What follows belongs to an exercise in optimizing a design on an open flow for small area, a short achievable clock period and few clock cycles per item; a production flow would make more cautious choices. The RTL was checked by simulation tests, not by an equivalence proof against the original design.

## v13
// calc
module calc(clk,rst,A,B,C,pushA,stopA,pushB,stopB,pushC,stopC,Z,pushZ);
  input [31:0] A,B,C;
  input pushA,pushB,pushC;
  output stopA,stopB,stopC;
  output [31:0] Z;
  output pushZ;
  input clk,rst;
  reg [2:0] seen;
  reg [31:0] ra, rb, rc;
  reg [7:0] valid;
  wire [2:0] have = seen | {pushA, pushB, pushC};
  wire fire = &have;
  assign stopA = seen[2];
  assign stopB = seen[1];
  assign stopC = seen[0];
  always @(posedge clk or posedge rst) begin
    if (rst) begin
      seen <= 3'b000;
      valid <= 0;
    end else begin
      seen <= fire ? 3'b000 : have;
      valid <= {valid[6:0], fire};
    end
  end
  always @(posedge clk) begin
    if (!seen[2]) ra <= A;
    if (!seen[1]) rb <= B;
    if (!seen[0]) rc <= C;
  end
  assign pushZ = valid[7];
  assign Z = {p7_sum375031, p7_sum375030, p7_sum375029, p7_sum375028, p7_sum375027, p7_sum375026, p7_sum375025, p7_sum375024, p7_sum375023, p7_sum375022, p7_sum375021, p7_sum375020, p7_sum375019, p7_sum375018, p7_sum375017, p7_sum375016, p7_sum375015, p7_sum375014, p7_sum375013, p7_sum375012, p7_sum375011, p7_sum375010, p7_sum37509, p7_sum37508, p7_sum37507, p7_sum37506, p7_sum37505, p7_sum37504, p7_sum37503, p7_sum37502, p7_sum37501, p7_sum37500};
  wire w97 = p1_ra0 & p1_ra1;
  wire w98 = p1_ra0 & p1_ra2;
  wire w99 = p1_ra0 & p1_ra3;
  wire w100 = p1_ra0 & p1_ra4;
  wire w101 = ra[0] & ra[5];
  ...
Settings: LEC_CHECK=0, CAP_MARGIN=20, CORE_MARGIN=2, CORE_UTILIZATION=62, CTS_CLUSTER_DIAMETER=80, CTS_CLUSTER_SIZE=24, SLEW_MARGIN=20, SYNTH_HIERARCHICAL=1, SYNTH_MINIMUM_KEEP_SIZE=0; clock period 9.0 ns.
standard.sh (not shown) runs the stock make flow with config.mk's settings and CLKGATE_MAP_FILE= SYNTH_SCRIPT=/design/flow/synth_recipe.tcl, a recipe that flattens the netlist after the stock synthesis.
==> flow/flow/run.sh <==
#!/bin/bash
# The standard layout (the standard.sh: ORFS synthesis, floorplan, placement, CTS and
# routing, unchanged) with its timing repair aiming for a setup slack of 5.5 ns, and with buf_1 as the cell that buffers each port.
set -euo pipefail
bash standard.sh SETUP_SLACK_MARGIN=5.5 "BUFFER_PORTS_ARGS=-buffer_cell sky130_fd_sc_hd__buf_1" finish > standard_make.log 2>&1
Testbench counts of v13, summed over its fixed seeds: cycles 16,056, items 16,000.
For v3, these inputs were changed with respect to v13:
- ABC_AREA newly set to 1
==> flow/flow/run.sh <==
#!/bin/bash
# The standard layout (the standard.sh: ORFS synthesis, floorplan, placement, CTS and
# routing, unchanged) with its timing repair aiming for a setup slack of 5.65 ns, and with buf_1 as the cell that buffers each port.
set -euo pipefail
bash standard.sh SETUP_SLACK_MARGIN=5.65 "BUFFER_PORTS_ARGS=-buffer_cell sky130_fd_sc_hd__buf_1" finish > standard_make.log 2>&1
Results
- Starting utilization of the core area across v3 and v13: no real change.
- In v3, adder and majority gate portion of the synthesized area is lower than in v13.
- Diff v13 -> v3 | total wire length | up by more than 10%
- Compared with v13, v3 shows worst hold slack higher by 0.0084 ns.
- Any difference in clock network area share between v13 and v3 is small enough to ignore.
- Relative to v13, summed area of non-filler cells in the final layout has increased by 9.3% in v3.
Input-level comparison between v44 and v3:
- CORE_UTILIZATION changed from 62 to 70
- ABC_AREA removed (was 1)
Notes after the runs:
For v3, the most common library cell in the layout ignoring fill and taps was sky130_fd_sc_hd__nand2_1, unlike v44, where it was sky130_fd_sc_hd__fa_1. v44 vs. v3: part of the cycle the worst path needs went down by 1.4 points. Changes observed in v44 relative to v3: met1 usage in global routing increased 1.0 points, die outline width -about 7%, sequential share of layout area higher. Wire length went down by more than 10% going from v3 to v44. v44 drops fewer vias than v3. Delta (v44 minus v3): basic-gate share of the synthesized area counting and, or, nand and nor cells now larger; worst slack at placement grew by 0.30 ns; clock period minus final worst setup slack went down by 0.12 ns.
## Diff of input files: v57 against v44
- a change of CORE_UTILIZATION from 70 to 62
==> flow/flow/run.sh <==
#!/bin/bash
# The standard layout (the standard.sh: ORFS synthesis, floorplan, placement, CTS and
# routing, unchanged) with its timing repair aiming for a setup slack of 5.75 ns, and with buf_1 as the cell that buffers each port.
set -euo pipefail
bash standard.sh SETUP_SLACK_MARGIN=5.75 "BUFFER_PORTS_ARGS=-buffer_cell sky130_fd_sc_hd__buf_1" finish > standard_make.log 2>&1
Notes after the runs:
v57 ran to completion and came out clean on the timing, design-rule and antenna checks. Looking at first-pass GRT wire length, v57 sits above v44. Compare v44 and v57 | max-slew headroom at the worst pin higher: v57. Relative to v44, HPWL after detailed placement has gone up in v57. Higher count of plain and timing-repair buffers in the layout among v44 and v57: v57. v57: core footprint 16000 µm² above v44. Relative to v44, the clock-buffer cell count measured on v57 has increased by a little under 10%. Fraction of the core area covered by cells at the end of the flow: v57 < v44.

========
calc again, from the RTL that the note above started with.
Settings: LEC_CHECK=0, CAP_MARGIN=20, CORE_MARGIN=2, CORE_UTILIZATION=62, CTS_CLUSTER_DIAMETER=100, CTS_CLUSTER_SIZE=32, SLEW_MARGIN=20, SYNTH_HIERARCHICAL=1, SYNTH_MINIMUM_KEEP_SIZE=0; clock period 9.0 ns.
==> flow/flow/run.sh <==
#!/bin/bash
# The standard layout (the standard.sh: ORFS synthesis, floorplan, placement, CTS and
# routing, unchanged) with its timing repair aiming for a setup slack of 5.65 ns, and with buf_1 as the cell that buffers each port.
set -euo pipefail
bash standard.sh SETUP_SLACK_MARGIN=5.65 "BUFFER_PORTS_ARGS=-buffer_cell sky130_fd_sc_hd__buf_1" finish > standard_make.log 2>&1
The first run finished with timing, DRC and antenna clean.
Testbench counts at the start, summed over its fixed seeds: cycles 16,056, items 16,000.
Edit:
==> flow/flow/run.sh (replaced) <==
#!/bin/bash
# The standard layout (the standard.sh: ORFS synthesis, floorplan, placement, CTS and
# routing, unchanged) with its timing repair aiming for a setup slack of 5.6 ns.
set -euo pipefail
bash standard.sh SETUP_SLACK_MARGIN=5.6 finish > standard_make.log 2>&1
- CTS_CLUSTER_DIAMETER: 100 -> 80
- CTS_CLUSTER_SIZE: 32 -> 24
Effect:
- worst setup slack is worse by 0.011 ns
- worst hold slack is worse by 0.015 ns
- cell area is higher by 1.5%
- clock-buffer cell count is higher by 34
- maximum frequency is lower by 0.31%
- register-to-register slack barely changes
- first-iteration DRC count is lower by 4.9%

========
Setup of run 1:
Starting RTL as in the previous note.
// calc
module calc(clk,rst,A,B,C,pushA,stopA,pushB,stopB,pushC,stopC,Z,pushZ);
==> flow/config.mk <==
export PLATFORM = sky130hd
export DESIGN_NAME = calc
export DESIGN_NICKNAME = calc
export VERILOG_FILES = /design/flow/design.v
export SDC_FILE = /design/flow/constraint.sdc
export NUM_CORES = 4
export LEC_CHECK = 0
export CAP_MARGIN = 20
export CORE_MARGIN = 2
export CORE_UTILIZATION = 62
export CTS_CLUSTER_DIAMETER = 90
export CTS_CLUSTER_SIZE = 28
export SLEW_MARGIN = 20
export SYNTH_HIERARCHICAL = 1
export SYNTH_MINIMUM_KEEP_SIZE = 0
==> flow/constraint.sdc <==
create_clock -name core_clock -period 9.0 [get_ports {clk}]
set_input_delay 1.8000 -clock core_clock [delete_from_list [all_inputs] [get_ports {clk}]]
set_output_delay 1.8000 -clock core_clock [all_outputs]
set_load 0.01 [all_outputs]
==> flow/flow/run.sh <==
#!/bin/bash
# The standard layout (the standard.sh: ORFS synthesis, floorplan, placement, CTS and
# routing, unchanged) with its timing repair aiming for a setup slack of 5.65 ns, and with buf_1 as the cell that buffers each port.
set -euo pipefail
bash standard.sh SETUP_SLACK_MARGIN=5.65 "BUFFER_PORTS_ARGS=-buffer_cell sky130_fd_sc_hd__buf_1" finish > standard_make.log 2>&1
Run 1 finished all stages; the layout is clean.
Testbench counts of run 1, summed over its fixed seeds: cycles 16,056, items 16,000.
### run 1 -> run 2
# run 1
export LEC_CHECK = 0
export CAP_MARGIN = 20
export CORE_MARGIN = 2
export CORE_UTILIZATION = 62
export CTS_CLUSTER_DIAMETER = 90
export CTS_CLUSTER_SIZE = 28
export SLEW_MARGIN = 20
export SYNTH_HIERARCHICAL = 1
export SYNTH_MINIMUM_KEEP_SIZE = 0
create_clock -name core_clock -period 9.0 [get_ports {clk}]
# run 2
export LEC_CHECK = 0
export CAP_MARGIN = 20
export CORE_MARGIN = 2
export CORE_UTILIZATION = 62
export CTS_CLUSTER_DIAMETER = 80
export CTS_CLUSTER_SIZE = 24
export SLEW_MARGIN = 20
export SYNTH_HIERARCHICAL = 1
export SYNTH_MINIMUM_KEEP_SIZE = 0
create_clock -name core_clock -period 9.0 [get_ports {clk}]
Findings:
Run 1 → run 2: wire length on met1 fell 460 um, non-clock buffering overhead in the final layout fell 0.36 points, non-clock buffer count fell 22, global-route met2 utilization rose 0.59 points. Between run 2 and run 1, the difference in total number of vias is negligible. Summary of run 2 over run 1: final area closely matched the old numbers.

## afterwards: timing with drivers on the ports
No port has a modelled driver above. Below, the same layouts with a new extraction and two added sets of constraints. Step 1: set_driving_cell puts a clkbuf_16 on clk and a buf_2 on each other input, an assumption about the parent block. Step 2, shift: input delay + t, output delay - t, t = (earliest + latest rising clock arrival at the registers) / 2. This alone moves slack from input paths to output paths. Three values: ideal, step 1, step 2; two values: the first two.
run | t, ns | setup WS [ns] | worst setup path after step 2 | worst register clock-pin slew, ns | cell pins on the clock port's net
v13 | 0.796 | 5.454 / 5.454 / 5.454 | register to register | 0.10 / 0.10 | 1
v3 | 0.832 | 5.464 / 5.464 / 5.464 | register to register | 0.10 / 0.10 | 1
v44 | 0.793 | 5.589 / 5.589 / 5.589 | register to register | 0.10 / 0.10 | 1
v57 | 0.787 | 5.633 / 5.633 / 5.633 | register to register | 0.10 / 0.10 | 1
the first run of note 2 | 0.803 | 5.604 / 5.604 / 5.604 | register to register | 0.12 / 0.12 | 1
the second run of note 2 | 0.788 | 5.593 / 5.580 / 5.593 | register to register | 0.10 / 0.10 | 1
run 1 | 0.809 | 5.667 / 5.667 / 5.667 | register to register | 0.12 / 0.12 | 1
run 2 | 0.806 | 5.616 / 5.616 / 5.616 | register to register | 0.10 / 0.10 | 1
After both steps setup and hold are still met in every run listed.
